This design comes from an exercise in tuning for small area, a short achievable clock period and few clock cycles on the open sky130 flow, not from production work.
Where RTL was checked, it was by simulation tests only, not by an equivalence proof against the original.
No driver is modelled on the clock port, so clock power and skew are understated where the tree is cut down; a real chip needs a root buffer or a tree.
Power is estimated from default activity; no workload was simulated.

==> flow/design.v (excerpt) <==
module bridge(
input clk,arvalid,res_n,
input [1:0]arburst,
input [3:0]arlen,
input [4:0]araddr,
output arready,
output reg [15:0]rdata,
output rresp,rlast,
input rready,
output rvalid,
output reg [2:0]PADDR,
input [15:0]PRDATA,
output PWRITE,PENABLE,PSEL1,PSEL2,PSEL3,PSEL4,
input PREADY
    );
    reg        full;         
    reg        ready;        
    reg [1:0]  sel;
    reg [2:0]  addr;         
    reg        incr;
    reg [3:0]  cnt;          
    reg        enable;       
    reg [3:0]  psel;
    wire       setup = (psel != 4'd0) & ~enable;    
    reg        tlast;        
    reg        valid;
    reg        rlast_q;
    reg        skid;
    reg [15:0] sdata;
    reg        slast;
    wire done   = enable & PREADY;              
    wire empty  = ~full;
    wire accept = arvalid & ready;
    wire idle   = (psel == 4'd0);
    wire issue  = full & ((idle & (~skid | rready)) |
                            (done & (~valid | (~skid & rready))));
    always @(posedge clk, negedge res_n)
      if (!res_n) begin
        full   <= 1'b0;
        ready  <= 1'b0;
        enable <= 1'b0;
        psel   <= 4'd0;
        valid  <= 1'b0;
        skid   <= 1'b0;
      end else begin
        if (accept) begin
          full  <= 1'b1;
          ready <= 1'b0;
        end else if (issue && cnt == 4'd0) begin
          full  <= 1'b0;
          ready <= 1'b1;
        end else
          ready <= ~full;
        enable <= setup | (enable & ~PREADY);
        psel <= ({4{issue}} & (4'd1 << sel)) | (psel & {4{~done}});
        valid <= skid | done | (valid & ~rready);
  ...
Size: roughly 140 cells after synthesis, about 57 flip-flops, about 0.0021 mm^2 of cells after synthesis.
==> module bridge, before the edit <==
module bridge(
input clk,arvalid,res_n,
input [1:0]arburst,
input [3:0]arlen,
input [4:0]araddr,
output arready,
output reg [15:0]rdata,
output rresp,rlast,
input rready,
output rvalid,
output reg [2:0]PADDR,
input [15:0]PRDATA,
output PWRITE,PENABLE,PSEL1,PSEL2,PSEL3,PSEL4,
input PREADY
    );
    reg        full;         
    reg        ready;        
    reg [1:0]  sel;
    reg [2:0]  addr;         
    reg        incr;
    reg [3:0]  cnt;          
    reg        enable;       
    reg [3:0]  psel;
    wire       setup = (psel != 4'd0) & ~enable;    
    reg        tlast;        
    reg        valid;
    reg        rlast_q;
    reg        skid;
    reg [15:0] sdata;
    reg        slast;
    wire done   = enable & PREADY;              
    wire empty  = ~full;
    wire accept = arvalid & ready;
    wire idle   = (psel == 4'd0);
    wire issue  = full & ((idle & (~skid | rready)) |
                            (done & (~valid | (~skid & rready))));
    always @(posedge clk, negedge res_n)
      if (!res_n) begin
        full   <= 1'b0;
        ready  <= 1'b0;
        enable <= 1'b0;
        psel   <= 4'd0;
        valid  <= 1'b0;
        skid   <= 1'b0;
      end else begin
        if (accept) begin
          full  <= 1'b1;
          ready <= 1'b0;
        end else if (issue && cnt == 4'd0) begin
          full  <= 1'b0;
          ready <= 1'b1;
        end else
          ready <= ~full;
        enable <= setup | (enable & ~PREADY);
        psel <= ({4{issue}} & (4'd1 << sel)) | (psel & {4{~done}});
        valid <= skid | done | (valid & ~rready);
        skid  <= (skid | (done & valid)) & ~rready;
      end
    always @(posedge clk) begin
      if (empty) begin
        sel  <= araddr[4:3];
        addr <= araddr[2:0];
        incr <= (arburst == 2'b01);
        cnt  <= arlen;
      end else if (setup) begin
        if (incr)
          addr <= addr + 3'd1;
        cnt <= cnt - 4'd1;
      end
      if (~enable | PREADY) begin
        PADDR <= addr;
        tlast <= (cnt == 4'd0);
      end
      if (~valid | rready) begin
        rdata   <= skid ? sdata : PRDATA;
        rlast_q <= skid ? slast : tlast;
      end
      if (~skid) begin
        sdata <= PRDATA;
        slast <= tlast;
      end
    end
    assign arready = ready;
    assign PSEL1 = psel[0];
    assign PSEL2 = psel[1];
    assign PSEL3 = psel[2];
    assign PSEL4 = psel[3];
    assign PENABLE = enable;
    assign PWRITE = 1'b0;
    assign rvalid = valid;
    assign rresp = valid;
    assign rlast = rlast_q;
endmodule
Settings: LEC_CHECK=0, CAP_MARGIN=20, CORE_MARGIN=2, CORE_UTILIZATION=40, PLACE_DENSITY=0.6, SETUP_SLACK_MARGIN=3.3, SLEW_MARGIN=20; clock period 5.0 ns.
standard.sh (not shown) runs the stock make flow with config.mk's settings and CLKGATE_MAP_FILE= SYNTH_SCRIPT=/design/flow/synth_recipe.tcl, a recipe that flattens the netlist after the stock synthesis.
==> flow/flow/run.sh <==
#!/bin/bash
set -euo pipefail
export BUFFER_PORTS_ARGS="-buffer_cell sky130_fd_sc_hd__buf_1"
export PRE_CTS_TCL="$PWD/flow/manclk.tcl"
bash standard.sh finish > flow_standard.log 2>&1
==> flow/flow/manclk.tcl <==
# Clock distribution in place of the CTS H-tree: the clock port drives
# nbuf clock buffers, each driving the register clock pins of one vertical
# slice of the core, placed at that slice's centroid.
proc man_clock {bufmaster nbuf} {
  set db [ord::get_db]
  set block [ord::get_db_block]
  set clknet [$block findNet clk]
  set master [$db findMaster $bufmaster]
  set sinks {}
  foreach it [$clknet getITerms] {
    set loc [[$it getInst] getLocation]
    lappend sinks [list [lindex $loc 0] [lindex $loc 1] $it]
  }
  set sinks [lsort -integer -index 0 $sinks]
  set n [llength $sinks]
  for {set b 0} {$b < $nbuf} {incr b} {
    set lo [expr {$b * $n / $nbuf}]
    set hi [expr {($b + 1) * $n / $nbuf - 1}]
    set inst [odb::dbInst_create $block $master clkbuf_root_$b]
    set net [odb::dbNet_create $block clknet_root_$b]
    $net setSigType CLOCK
    set sx 0; set sy 0; set k 0
    foreach s [lrange $sinks $lo $hi] {
      set it [lindex $s 2]
      set sx [expr {$sx + [lindex $s 0]}]; set sy [expr {$sy + [lindex $s 1]}]; incr k
      $it disconnect
      $it connect $net
    }
    [$inst findITerm A] connect $clknet
    [$inst findITerm X] connect $net
    $inst setLocation [expr {$sx / $k}] [expr {$sy / $k}]
    $inst setPlacementStatus PLACED
    puts "man_clock: $k sinks on clknet_root_$b"
  }
}

# Sourced by ORFS's cts.tcl just before its clock_tree_synthesis call:
# replace that call with the distribution above.
rename clock_tree_synthesis orfs_clock_tree_synthesis
proc clock_tree_synthesis {args} {
  man_clock sky130_fd_sc_hd__clkbuf_8 4
}
Testbench counts at the start, summed over its fixed seeds: cycles 7,352.
Next try:
==> flow/design.v (replaced) <==
`timescale 1ns / 1ps
module bridge(
input clk,arvalid,res_n,
input [1:0]arburst,
input [3:0]arlen,
input [4:0]araddr,
output arready,
output reg [15:0]rdata,
output rresp,rlast,
input rready,
output rvalid,
output reg [2:0]PADDR,
input [15:0]PRDATA,
output PWRITE,PENABLE,PSEL1,PSEL2,PSEL3,PSEL4,
input PREADY
    );
    reg        empty;        
    reg [1:0]  sel;
    reg [2:0]  addr;         
    reg        incr;
    reg [3:0]  cnt;          
    reg        setup;        
    reg        enable;       
    reg [3:0]  psel;
    reg        tlast;        
    reg        valid;
    reg        rlast_q;
    reg        skid;
    reg [15:0] sdata;
    reg        slast;
    wire done   = enable & PREADY;              
    wire accept = arvalid & empty;
    wire idle   = ~setup & ~enable;
    wire issue  = ~empty & ((idle & (~skid | rready)) |
                            (done & (~valid | (~skid & rready))));
    always @(posedge clk, negedge res_n)
      if (!res_n) begin
        empty  <= 1'b1;
        setup  <= 1'b0;
        enable <= 1'b0;
        psel   <= 4'd0;
        valid  <= 1'b0;
        skid   <= 1'b0;
      end else begin
        if (accept)
          empty <= 1'b0;
        else if (issue && cnt == 4'd0)
          empty <= 1'b1;
        setup  <= issue;
        enable <= setup | (enable & ~PREADY);
        if (issue)
          psel <= 4'd1 << sel;
        else if (done)
          psel <= 4'd0;
        valid <= skid | done | (valid & ~rready);
        skid  <= (skid | (done & valid)) & ~rready;
      end
    always @(posedge clk) begin
      if (accept) begin
        sel  <= araddr[4:3];
        addr <= araddr[2:0];
        incr <= (arburst == 2'b01);
        cnt  <= arlen;
      end else if (setup) begin
        if (incr)
          addr <= addr + 3'd1;
        cnt <= cnt - 4'd1;
      end
      if (~setup & ~(enable & ~PREADY)) begin
        PADDR <= addr;
        tlast <= (cnt == 4'd0);
      end
      if (~valid | rready) begin
        rdata   <= skid ? sdata : PRDATA;
        rlast_q <= skid ? slast : tlast;
      end
      if (~skid) begin
        sdata <= PRDATA;
        slast <= tlast;
      end
    end
    assign arready = empty;
    assign PSEL1 = psel[0];
    assign PSEL2 = psel[1];
    assign PSEL3 = psel[2];
    assign PSEL4 = psel[3];
    assign PENABLE = enable;
    assign PWRITE = 1'b0;
    assign rvalid = valid;
    assign rresp = valid;
    assign rlast = rlast_q;
endmodule
Worst setup slack loses 0.089 ns.
Core utilization grows by 0.86 points.
Wire length shrinks by 7.0%.
Area after synthesis grows by 0.90%.
Combinational power shrinks by about 2%.
Power shrinks by 2.5%.
Final area grows by 2.3%.
Die area grows by 0.86%.
Clock power shrinks by about 4%.
Global-route usage shrinks by 0.81 points.
Synthesized cell count grows by 3.7%.
Sequential share of layout area shrinks by 1.3 points.
Clock skew is about the same.
Testbench counts after the change, summed over its fixed seeds: cycles 7,350.
In every run of this note, the design's own scripts or RTL, not TritonCTS, make the clock network.


bridge, a different RTL version from the one above (not shown whole).
Size in the first run: roughly 61 I/O pins, about 2100 sq um of cells after synthesis.
==> module bridge, before the edit <==
module bridge(
input clk,arvalid,res_n,
input [1:0]arburst,
input [3:0]arlen,
input [4:0]araddr,
output arready,
output reg [15:0]rdata,
output rresp,rlast,
input rready,
output rvalid,
output reg [2:0]PADDR,
input [15:0]PRDATA,
output PWRITE,PENABLE,PSEL1,PSEL2,PSEL3,PSEL4,
input PREADY
    );
    reg        full;         
    reg        ready;        
    reg [1:0]  sel;
    reg [2:0]  addr;         
    reg        incr;
    reg [3:0]  cnt;          
    reg        setup;        
    reg        enable;       
    reg [3:0]  psel;
    reg        tlast;        
    reg        valid;
    reg        rlast_q;
    reg        skid;
    reg [15:0] sdata;
    reg        slast;
    wire done   = enable & PREADY;              
    wire empty  = ~full;
    wire accept = arvalid & ready;
    wire idle   = ~setup & ~enable;
    wire issue  = full & ((idle & (~skid | rready)) |
                            (done & (~valid | (~skid & rready))));
    always @(posedge clk, negedge res_n)
      if (!res_n) begin
        full   <= 1'b0;
        ready  <= 1'b0;
        setup  <= 1'b0;
        enable <= 1'b0;
        psel   <= 4'd0;
        valid  <= 1'b0;
        skid   <= 1'b0;
      end else begin
        if (accept) begin
          full  <= 1'b1;
          ready <= 1'b0;
        end else if (issue && cnt == 4'd0) begin
          full  <= 1'b0;
          ready <= 1'b1;
        end else
          ready <= ~full;
        setup  <= issue;
        enable <= setup | (enable & ~PREADY);
        psel <= ({4{issue}} & (4'd1 << sel)) | (psel & {4{~done}});
        valid <= skid | done | (valid & ~rready);
        skid  <= (skid | (done & valid)) & ~rready;
      end
    always @(posedge clk) begin
      if (empty) begin
        sel  <= araddr[4:3];
        addr <= araddr[2:0];
        incr <= (arburst == 2'b01);
        cnt  <= arlen;
      end else if (setup) begin
        if (incr)
          addr <= addr + 3'd1;
        cnt <= cnt - 4'd1;
      end
      if (~enable | PREADY) begin
        PADDR <= addr;
        tlast <= (cnt == 4'd0);
      end
      if (~valid | rready) begin
        rdata   <= skid ? sdata : PRDATA;
        rlast_q <= skid ? slast : tlast;
      end
      if (~skid) begin
        sdata <= PRDATA;
        slast <= tlast;
      end
    end
    assign arready = ready;
    assign PSEL1 = psel[0];
    assign PSEL2 = psel[1];
    assign PSEL3 = psel[2];
    assign PSEL4 = psel[3];
    assign PENABLE = enable;
    assign PWRITE = 1'b0;
    assign rvalid = valid;
    assign rresp = valid;
    assign rlast = rlast_q;
endmodule
export LEC_CHECK = 0
export CAP_MARGIN = 20
export CORE_MARGIN = 2
export CORE_UTILIZATION = 40
export PLACE_DENSITY = 0.6
export SETUP_SLACK_MARGIN = 3.3
export SLEW_MARGIN = 20
create_clock -name core_clock -period 5.0 [get_ports {clk}]
Scripts as last shown in full above: flow/flow/run.sh, flow/flow/manclk.tcl
Testbench counts at the start, summed over its fixed seeds: cycles 7,352.
Next try:
--- a/flow/design.v
+++ b/flow/design.v
@@ -24,8 +24,9 @@
     reg        enable;       
     reg [3:0]  psel;
     reg        tlast;        
     reg        valid;
+    reg        rv;           
     reg        rlast_q;
     reg        skid;
     reg [15:0] sdata;
     reg        slast;
@@ -42,8 +43,9 @@
         setup  <= 1'b0;
         enable <= 1'b0;
         psel   <= 4'd0;
         valid  <= 1'b0;
+        rv     <= 1'b0;
         skid   <= 1'b0;
       end else begin
         if (accept) begin
           full  <= 1'b1;
@@ -56,8 +58,9 @@
         setup  <= issue;
         enable <= setup | (enable & ~PREADY);
         psel <= ({4{issue}} & (4'd1 << sel)) | (psel & {4{~done}});
         valid <= skid | done | (valid & ~rready);
+        rv    <= skid | done | (rv & ~rready);
         skid  <= (skid | (done & valid)) & ~rready;
       end
     always @(posedge clk) begin
       if (empty) begin
@@ -89,8 +92,8 @@
     assign PSEL3 = psel[2];
     assign PSEL4 = psel[3];
     assign PENABLE = enable;
     assign PWRITE = 1'b0;
-    assign rvalid = valid;
-    assign rresp = valid;
+    assign rvalid = rv;
+    assign rresp = rv;
     assign rlast = rlast_q;
 endmodule
Result: Clock power stays flat; die area came out higher by 1.4%; total power came out higher by 1.5%; worst hold slack gets worse by 0.0085 ns; utilization came out higher by 0.30 points; clock skew barely changes; wire length came out lower by 1.1%.
No functional check of the RTL was part of the second run of this note. In every run of this note, the design's own scripts or RTL, not TritonCTS, make the clock network.


job 3043:
Another version of the RTL of bridge (not shown whole).
For scale: about 130 cells after synthesis, ~57 flip-flops, ~61 I/O pins, roughly 2100 um^2 of cells after synthesis.
==> module bridge, before the edit <==
module bridge(
input clk,arvalid,res_n,
input [1:0]arburst,
input [3:0]arlen,
input [4:0]araddr,
output arready,
output reg [15:0]rdata,
output rresp,rlast,
input rready,
output rvalid,
output reg [2:0]PADDR,
input [15:0]PRDATA,
output PWRITE,PENABLE,PSEL1,PSEL2,PSEL3,PSEL4,
input PREADY
    );
    reg        full;         
    reg [1:0]  sel;
    reg [2:0]  addr;         
    reg        incr;
    reg [3:0]  cnt;          
    reg        setup;        
    reg        enable;       
    reg [3:0]  psel;
    reg        tlast;        
    reg        valid;
    reg        rlast_q;
    reg        skid;
    reg [15:0] sdata;
    reg        slast;
    wire done   = enable & PREADY;              
    wire empty  = ~full;
    wire accept = arvalid & empty;
    wire idle   = ~setup & ~enable;
    wire issue  = full & ((idle & (~skid | rready)) |
                            (done & (~valid | (~skid & rready))));
    always @(posedge clk, negedge res_n)
      if (!res_n) begin
        full   <= 1'b0;
        setup  <= 1'b0;
        enable <= 1'b0;
        psel   <= 4'd0;
        valid  <= 1'b0;
        skid   <= 1'b0;
      end else begin
        if (accept)
          full <= 1'b1;
        else if (issue && cnt == 4'd0)
          full <= 1'b0;
        setup  <= issue;
        enable <= setup | (enable & ~PREADY);
        psel <= ({4{issue}} & (4'd1 << sel)) | (psel & {4{~done}});
        valid <= skid | done | (valid & ~rready);
        skid  <= (skid | (done & valid)) & ~rready;
      end
    always @(posedge clk) begin
      if (empty) begin
        sel  <= araddr[4:3];
        addr <= araddr[2:0];
        incr <= (arburst == 2'b01);
        cnt  <= arlen;
      end else if (setup) begin
        if (incr)
          addr <= addr + 3'd1;
        cnt <= cnt - 4'd1;
      end
      if (~enable | PREADY) begin
        PADDR <= addr;
        tlast <= (cnt == 4'd0);
      end
      if (~valid | rready) begin
        rdata   <= skid ? sdata : PRDATA;
        rlast_q <= skid ? slast : tlast;
      end
      if (~skid) begin
        sdata <= PRDATA;
        slast <= tlast;
      end
    end
    assign arready = empty;
    assign PSEL1 = psel[0];
    assign PSEL2 = psel[1];
    assign PSEL3 = psel[2];
    assign PSEL4 = psel[3];
    assign PENABLE = enable;
    assign PWRITE = 1'b0;
    assign rvalid = valid;
    assign rresp = valid;
    assign rlast = rlast_q;
endmodule
export LEC_CHECK = 0
export CAP_MARGIN = 20
export CORE_MARGIN = 2
export CORE_UTILIZATION = 40
export PLACE_DENSITY = 0.6
export SETUP_SLACK_MARGIN = 3.2
export SLEW_MARGIN = 20
create_clock -name core_clock -period 5.0 [get_ports {clk}]
Scripts as last shown in full above: flow/flow/run.sh, flow/flow/manclk.tcl
Looking at the reports, job 3043 completed the entire flow and the layout it produced met the timing, DRC and antenna checks.
The inputs of job 7083 differ from those of job 3043 as listed below.
--- a/flow/design.v
+++ b/flow/design.v
@@ -11,13 +11,13 @@
 output rvalid,
 output reg [2:0]PADDR,
 input [15:0]PRDATA,
 output PWRITE,PENABLE,PSEL1,PSEL2,PSEL3,PSEL4,
 input PREADY
     );
-    reg        full;         
+    reg        empty;        
     reg [1:0]  sel;
     reg [2:0]  addr;         
     reg        incr;
     reg [3:0]  cnt;          
     reg        setup;        
     reg        enable;       
@@ -26,48 +26,50 @@
     reg        valid;
     reg        rlast_q;
     reg        skid;
     reg [15:0] sdata;
     reg        slast;
     wire done   = enable & PREADY;              
-    wire empty  = ~full;
     wire accept = arvalid & empty;
     wire idle   = ~setup & ~enable;
-    wire issue  = full & ((idle & (~skid | rready)) |
+    wire issue  = ~empty & ((idle & (~skid | rready)) |
                             (done & (~valid | (~skid & rready))));
     always @(posedge clk, negedge res_n)
       if (!res_n) begin
-        full   <= 1'b0;
+        empty  <= 1'b1;
         setup  <= 1'b0;
         enable <= 1'b0;
         psel   <= 4'd0;
         valid  <= 1'b0;
         skid   <= 1'b0;
       end else begin
         if (accept)
-          full <= 1'b1;
+          empty <= 1'b0;
         else if (issue && cnt == 4'd0)
-          full <= 1'b0;
+          empty <= 1'b1;
         setup  <= issue;
         enable <= setup | (enable & ~PREADY);
-        psel <= ({4{issue}} & (4'd1 << sel)) | (psel & {4{~done}});
+        if (issue)
+          psel <= 4'd1 << sel;
+        else if (done)
+          psel <= 4'd0;
         valid <= skid | done | (valid & ~rready);
         skid  <= (skid | (done & valid)) & ~rready;
       end
     always @(posedge clk) begin
-      if (empty) begin
+      if (accept) begin
         sel  <= araddr[4:3];
         addr <= araddr[2:0];
         incr <= (arburst == 2'b01);
         cnt  <= arlen;
       end else if (setup) begin
         if (incr)
           addr <= addr + 3'd1;
         cnt <= cnt - 4'd1;
       end
-      if (~enable | PREADY) begin
+      if (~setup & ~(enable & ~PREADY)) begin
         PADDR <= addr;
         tlast <= (cnt == 4'd0);
       end
       if (~valid | rready) begin
         rdata   <= skid ? sdata : PRDATA;
         rlast_q <= skid ? slast : tlast;
Job 3043 → job 7083: maximum clock frequency now sits at about the same level; aggregate routed wire length now sits higher; via count now sits higher; die boundary height now sits higher; average wire per standard cell now sits higher. Between job 3043 and job 7083, area after synthesis is higher for job 7083, job 3043 comes in under that. Job 3043 has a lower area of combinational cells with multiple inputs than job 7083. Instance area at placement in job 7083 vs job 3043: up about 2.3%. The sequential share of power number comes out lower for job 7083 vs job 3043. Adder-cell area share of the yosys netlist: job 3043 vs job 7083, no meaningful difference. Re number of multi-input combinational cells: job 3043 and job 7083 aren't equal, and the lower value belongs to job 3043. empty$_DFFE_PN1P_ as the beginning of the critical path was reported by job 7083, and full$_DFFE_PN0P_ by job 3043. Compared with job 3043, job 7083 shows number of gates on the worst path with buffers counted lower by 1. In the flow results for job 3043 and job 7083, the post-route worst setup slack is smaller on job 7083.
Testbench counts of job 7083, summed over its fixed seeds: cycles 7,350.
For job 3043, only the layout was checked, not whether the RTL still works. No run of this note takes its clock network from TritonCTS; it comes from the design's own scripts or RTL.

## what the ideal ports hide
In the flow no input, the clock included, has a driving cell. The finished layouts below were timed again as built, in two steps. Step 1 sets driving cells, clkbuf_16 on the clock port and buf_2 on the other inputs (assumed; they add their load-dependent delay and slew). Step 2 also shifts input and output timing later by t, the mid clock arrival at the registers, as if the neighbouring blocks saw the same clock. Three values: ideal ports, drivers, drivers and shift; two values: the first two.
| run | shift t [ns] | setup WS [ns] | hold slack, ns | worst setup path at the end | worst slew at a driven data input, ns |
|---|---|---|---|---|---|
| the first run of note 1 | 0.195 | 3.243 / 3.195 / 3.254 | 0.464 / 0.464 / 0.464 | input to register | 0.06 |
| the second run of note 1 | 0.192 | 3.155 / 3.106 / 3.135 | 0.469 / 0.469 / 0.469 | input to register | 0.06 |
| the first run of note 2 | 0.192 | 3.264 / 3.217 / 3.082 | 0.478 / 0.478 / 0.478 | input to register | 0.07 |
| the second run of note 2 | 0.194 | 3.273 / 3.224 / 3.114 | 0.469 / 0.469 / 0.469 | input to register | 0.05 |
| job 3043 | 0.190 | 3.206 / 3.160 / 3.141 | 0.472 / 0.472 / 0.472 | input to register | 0.05 |
| job 7083 | 0.195 | 3.201 / 3.154 / 3.100 | 0.468 / 0.468 / 0.468 | input to register | 0.06 |
After both steps setup and hold are still met in every run listed. The setup slack of the first run of note 2, which loses most, moves by -0.047 ns with the drivers and by -0.182 ns with both steps.
